This is an optimization exercise on Yosys and OpenROAD, whose aim is small area, not a production implementation. Only simulation tests tie the RTL to the original design; equivalence was not proved.

## FFT_8pt
module FFT_8pt(
    input clk, reset,
    input [11:0] real_in, imag_in,
    input [2:0] addr_real, addr_imag,
    input wr_en_real, wr_en_imag,
    output [23:0] fft_real_out, fft_imag_out
);
Settings: LEC_CHECK=0, CAP_MARGIN=20, CORE_MARGIN=2, CORE_UTILIZATION=40, CTS_BUF_LIST=sky130_fd_sc_hd__clkbuf_4 sky130_fd_sc_hd__clkbuf_8, CTS_CLUSTER_SIZE=16, SLEW_MARGIN=20, SYNTH_HIERARCHICAL=1; clock period 16.0 ns.
run.sh (not shown) runs the stock make flow with config.mk's settings and CLKGATE_MAP_FILE= SYNTH_SCRIPT=/design/flow/synth_recipe.tcl, a recipe that flattens the netlist after the stock synthesis.
Edit:
==> flow/flow/run.sh (new file) <==
#!/bin/bash
# Standard layout, with two changes: ports are buffered with the smallest
# buffer, and the clock tree uses larger sink clusters and no dummy loads.
set -euo pipefail
export BUFFER_PORTS_ARGS="-buffer_cell sky130_fd_sc_hd__buf_1"
export CTS_ARGS="-sink_clustering_enable -repair_clock_nets -dont_use_dummy_load -sink_clustering_size 24 -sink_clustering_max_diameter 120"
bash standard.sh > standard.log 2>&1
==> flow/standard.sh (new file) <==
#!/bin/bash
# synth_recipe.tcl (not shown) runs the flow's synth.tcl, then flattens the netlist and writes it again
# the make line also repeats each setting of config.mk as NAME=value (left out here)
make -C /OpenROAD-flow-scripts/flow DESIGN_CONFIG=/design/flow/config.mk WORK_HOME=/design/flow/orfs CLKGATE_MAP_FILE= SYNTH_SCRIPT=/design/flow/synth_recipe.tcl "${@:-finish}"
--- a/flow/config.mk
+++ b/flow/config.mk
@@ -10,3 +10 @@
-export CORE_UTILIZATION = 40
-export CTS_BUF_LIST = sky130_fd_sc_hd__clkbuf_4 sky130_fd_sc_hd__clkbuf_8
-export CTS_CLUSTER_SIZE = 16
+export CORE_UTILIZATION = 65
removed: flow/run.sh
Final cell count went down by about a fifth. Setup slack improves by 0.020 ns. Wire length went down by a little under a tenth. Fmax stays flat. Design area is lower by a little under a tenth. First-iteration DRC count falls by about a fifth. Via count is lower by a few percent.
Edit:
==> flow/run.sh (new file) <==
#!/bin/bash
# synth_recipe.tcl (not shown) runs the flow's synth.tcl, then flattens the netlist and writes it again
# the make line also repeats each setting of config.mk as NAME=value (left out here)
make -C /OpenROAD-flow-scripts/flow DESIGN_CONFIG=/design/flow/config.mk WORK_HOME=/design/flow/orfs CLKGATE_MAP_FILE= SYNTH_SCRIPT=/design/flow/synth_recipe.tcl finish
--- a/flow/config.mk
+++ b/flow/config.mk
@@ -10 +10 @@
-export CORE_UTILIZATION = 65
+export CORE_UTILIZATION = 40
removed: flow/flow/run.sh
removed: flow/standard.sh
What happened:
- The changed run completed with no timing, DRC or antenna violations
- worst setup slack degrades by 0.022 ns
- cell count is higher by 18%
- non-clock buffer count is higher by 3
- final area is higher by 8.0%
- area after synthesis stays the same
Edit:
--- a/flow/config.mk
+++ b/flow/config.mk
@@ -10 +10,3 @@
-export CORE_UTILIZATION = 40
+export CORE_UTILIZATION = 65
+export CTS_CLUSTER_DIAMETER = 150
+export CTS_CLUSTER_SIZE = 30
- die area decreases by 38%
- wire length came out lower by 8.1%
- via count decreases by 1.6%
- design area is lower by 5.6%
- count of clock-buffer cells in the layout fell by 42
- critical path depth is unchanged
- setup slack got worse by 0.088 ns
Edit:
==> flow/flow/run.sh (new file) <==
#!/bin/bash
# Standard layout, with two changes: ports are buffered with the smallest
# buffer, and the clock tree uses larger sink clusters and no dummy loads.
set -euo pipefail
export BUFFER_PORTS_ARGS="-buffer_cell sky130_fd_sc_hd__buf_1"
export CTS_ARGS="-sink_clustering_enable -repair_clock_nets -dont_use_dummy_load -sink_clustering_size 30 -sink_clustering_max_diameter 150"
bash standard.sh > standard.log 2>&1
==> flow/standard.sh (new file) <==
#!/bin/bash
# synth_recipe.tcl (not shown) runs the flow's synth.tcl, then flattens the netlist and writes it again
# the make line also repeats each setting of config.mk as NAME=value (left out here)
make -C /OpenROAD-flow-scripts/flow DESIGN_CONFIG=/design/flow/config.mk WORK_HOME=/design/flow/orfs CLKGATE_MAP_FILE= SYNTH_SCRIPT=/design/flow/synth_recipe.tcl "${@:-finish}"
--- a/flow/config.mk
+++ b/flow/config.mk
@@ -11,2 +10,0 @@
-export CTS_CLUSTER_DIAMETER = 150
-export CTS_CLUSTER_SIZE = 30
removed: flow/run.sh
Sequential cell count stays the same.
Non-clock buffer count came out lower by 3.
Design area came out lower by 2.4%.

---

FFT_8pt, a different RTL version from the one above (not shown whole).
Size in the first run: roughly 1300 cells after synthesis, about 450 flip-flops, roughly 82 I/O pins, roughly 21000 um2 of cells after synthesis.
clock: 16.0 ns
lec_check: 0
cap_margin: 10
core_margin: 2
core_utilization: 65
slew_margin: 10
synth_hierarchical: 1
standard.sh (not shown) runs the stock make flow with config.mk's settings and CLKGATE_MAP_FILE= SYNTH_SCRIPT=/design/flow/synth_recipe.tcl, a recipe that flattens the netlist after the stock synthesis.
==> flow/flow/run.sh <==
#!/bin/bash
# Standard layout, with these changes: ports are buffered with the smallest
# buffer; the clock tree uses clkbuf_4 leaves and no dummy loads; buffers
# that synthesis added are removed and its upsized cells set back to drive 1
# after floorplanning (repair_design and repair_timing resize as needed).
set -euo pipefail
export BUFFER_PORTS_ARGS="-buffer_cell sky130_fd_sc_hd__buf_1"
export CTS_ARGS="-sink_clustering_enable -repair_clock_nets -dont_use_dummy_load -sink_clustering_size 10 -sink_clustering_max_diameter 50 -buf_list sky130_fd_sc_hd__clkbuf_4 -root_buf sky130_fd_sc_hd__clkbuf_16"
export REMOVE_ABC_BUFFERS=1
export POST_FLOORPLAN_TCL="$PWD/flow/downsize.tcl"
bash standard.sh > standard.log 2>&1
==> flow/flow/downsize.tcl <==
# Set every combinational cell to the smallest-area drive strength of the
# same cell, and let placement's repair_design and repair_timing size back up
# what the layout needs.
set db [ord::get_db]
set block [ord::get_db_block]
set n 0
foreach inst [$block getInsts] {
  set m [$inst getMaster]
  set name [$m getName]
  if {![regexp {^(sky130_fd_sc_hd__[a-z0-9]+)_([0-9]+)$} $name -> base drv]} { continue }
  if {[string match "*__df*" $base] || [string match "*__edf*" $base] \
      || [string match "*clk*" $base] || [string match "*conb*" $base]} { continue }
  set best $m
  set barea [expr {[$m getWidth] * [$m getHeight]}]
  foreach d {0 1 2} {
    set c [$db findMaster ${base}_$d]
    if {$c == "NULL" || $c == ""} { continue }
    set a [expr {[$c getWidth] * [$c getHeight]}]
    if {$a < $barea} { set best $c; set barea $a }
  }
  if {$best != $m} {
    $inst swapMaster $best
    incr n
  }
}
puts "downsize.tcl: $n instances resized"
Edit:
--- a/flow/flow/run.sh
+++ b/flow/flow/run.sh
@@ -7,5 +7,6 @@
 export BUFFER_PORTS_ARGS="-buffer_cell sky130_fd_sc_hd__buf_1"
-export CTS_ARGS="-sink_clustering_enable -repair_clock_nets -dont_use_dummy_load -sink_clustering_size 10 -sink_clustering_max_diameter 50 -buf_list sky130_fd_sc_hd__clkbuf_4 -root_buf sky130_fd_sc_hd__clkbuf_16"
+export CTS_ARGS="-sink_clustering_enable -repair_clock_nets -dont_use_dummy_load -sink_clustering_size 9 -sink_clustering_max_diameter 45 -buf_list sky130_fd_sc_hd__clkbuf_4 -root_buf sky130_fd_sc_hd__clkbuf_8"
 export REMOVE_ABC_BUFFERS=1
 export POST_FLOORPLAN_TCL="$PWD/flow/downsize.tcl"
+export RECOVER_POWER=100
 bash standard.sh > standard.log 2>&1
After rerunning: The new run finished but failed the layout checks on max-capacitance violations, max-slew violations. Non-clock buffer count is unchanged. Setup slack got worse by 68 ps. Clock skew decreases by 39 ps. Utilization decreases by 0.21 points. Sequential cell count does not change. Cell area decreases by 0.31%. Die area is unchanged. Area after synthesis is unchanged.
Edit:
==> flow/flow/run.sh (replaced) <==
#!/bin/bash
# Standard layout, with these changes: ports are buffered with the smallest
# buffer; the clock tree uses clkbuf_8 leaves and no dummy loads; buffers
# that synthesis added are removed and its upsized cells set back to drive 1
# after floorplanning (repair_design and repair_timing resize as needed).
set -euo pipefail
export BUFFER_PORTS_ARGS="-buffer_cell sky130_fd_sc_hd__buf_1"
export CTS_ARGS="-sink_clustering_enable -repair_clock_nets -dont_use_dummy_load -sink_clustering_size 16 -sink_clustering_max_diameter 80 -buf_list sky130_fd_sc_hd__clkbuf_8 -root_buf sky130_fd_sc_hd__clkbuf_16"
export REMOVE_ABC_BUFFERS=1
export POST_FLOORPLAN_TCL="$PWD/flow/downsize.tcl"
bash standard.sh > standard.log 2>&1
This time the run completed with no timing, DRC or antenna violations.
Cell count came out lower by about 1.3%.
Global-route usage came out lower by 0.48 points.
Clock-buffer cell count came out lower by 24.
Worst setup slack gains 70 ps.
Area after synthesis stays the same.
Critical path depth stays the same.
Edit:
==> flow/flow/run.sh (replaced) <==
#!/bin/bash
# Standard layout, with these changes: ports are buffered with the smallest
# buffer; the clock tree uses clkbuf_4 leaves and no dummy loads; buffers
# that synthesis added are removed and its upsized cells set back to drive 1
# after floorplanning (repair_design and repair_timing resize as needed).
set -euo pipefail
export BUFFER_PORTS_ARGS="-buffer_cell sky130_fd_sc_hd__buf_1"
export CTS_ARGS="-sink_clustering_enable -repair_clock_nets -dont_use_dummy_load -sink_clustering_size 9 -sink_clustering_max_diameter 45 -buf_list sky130_fd_sc_hd__clkbuf_4 -root_buf sky130_fd_sc_hd__clkbuf_16"
export REMOVE_ABC_BUFFERS=1
export POST_FLOORPLAN_TCL="$PWD/flow/downsize.tcl"
bash standard.sh > standard.log 2>&1
CORE_UTILIZATION = 50   (was 65)
PLACE_DENSITY = 0.8   (was unset)
The changed run completed without violations.
Synthesized area is unchanged.
Final area rose slightly.
Non-clock buffer count rose by 1.
Utilization fell by 16 points.
Via count rose slightly.
Clock skew rose by 22 ps.
Synthesized cell count does not change.
Edit:
--- a/flow/flow/run.sh
+++ b/flow/flow/run.sh
@@ -7,5 +7,6 @@
 export BUFFER_PORTS_ARGS="-buffer_cell sky130_fd_sc_hd__buf_1"
-export CTS_ARGS="-sink_clustering_enable -repair_clock_nets -dont_use_dummy_load -sink_clustering_size 9 -sink_clustering_max_diameter 45 -buf_list sky130_fd_sc_hd__clkbuf_4 -root_buf sky130_fd_sc_hd__clkbuf_16"
+export CTS_ARGS="-sink_clustering_enable -repair_clock_nets -dont_use_dummy_load -sink_clustering_size 9 -sink_clustering_max_diameter 45 -buf_list sky130_fd_sc_hd__clkbuf_4 -root_buf sky130_fd_sc_hd__clkbuf_8"
 export REMOVE_ABC_BUFFERS=1
 export POST_FLOORPLAN_TCL="$PWD/flow/downsize.tcl"
+export RECOVER_POWER=50
 bash standard.sh > standard.log 2>&1
CAP_MARGIN = 25   (was 10)
CORE_UTILIZATION = 65   (was 50)
PLACE_DENSITY = unset   (was 0.8)
SLEW_MARGIN = 25   (was 10)
Result:
- Now the flow finished but failed the layout checks on max-capacitance violations, max-slew violations
- count of clock-buffer cells in the layout shrinks by 1
- critical path depth falls by 1
- hold slack improved by 8.5 ps
- fmax climbs slightly
- routed wire length shrinks slightly
- setup slack improved by 64 ps
Edit:
--- a/flow/flow/run.sh
+++ b/flow/flow/run.sh
@@ -10,3 +10,2 @@
 export POST_FLOORPLAN_TCL="$PWD/flow/downsize.tcl"
-export RECOVER_POWER=50
 bash standard.sh > standard.log 2>&1
CAP_MARGIN = 10   (was 25)
SLEW_MARGIN = 10   (was 25)
Outcome: With this change the flow finished with timing, DRC and antenna clean. Area after synthesis stays the same. Setup slack hardly moves. Global-route usage is unchanged. Count of clock-buffer cells in the layout is unchanged. Wire length stays flat. Sequential share of layout area stays flat.

==> re-timing with driven ports <==
No port has a modelled driver above. Below, the same layouts with a new extraction and two added sets of constraints. Step 1 assumes that a clkbuf_16 drives the clock port and a buf_2 every other input. Step 2, shift: input delay + t, output delay - t, t = (earliest + latest rising clock arrival at the registers) / 2. This alone moves slack from input paths to output paths. Slacks: ideal / step 1 / step 2; pairs: ideal / step 1.
run	t (ns)	setup slack, ns	slew at the worst register clock pin (ns)	pins driven straight from the clock port
the first run of note 1	0.698	0.960 / 0.960 / 0.960	0.07 / 0.07	1
the second run of note 1	0.579	0.980 / 0.980 / 0.980	0.11 / 0.11	1
the third run of note 1	0.637	0.958 / 0.958 / 0.958	0.06 / 0.06	1
the fourth run of note 1	0.587	0.870 / 0.870 / 0.870	0.12 / 0.12	1
the fifth run of note 1	0.574	0.995 / 0.995 / 0.995	0.12 / 0.12	1
the first run of note 2	0.565	1.028 / 1.028 / 1.028	0.12 / 0.12	1
the second run of note 2	0.638	0.960 / 0.960 / 0.960	0.10 / 0.10	1
the third run of note 2	0.530	1.030 / 1.030 / 1.030	0.10 / 0.10	1
the fourth run of note 2	0.559	0.916 / 0.916 / 0.916	0.11 / 0.11	1
the fifth run of note 2	0.639	0.980 / 0.980 / 0.980	0.10 / 0.10	1
the sixth run of note 2	0.639	0.978 / 0.978 / 0.978	0.10 / 0.10	1
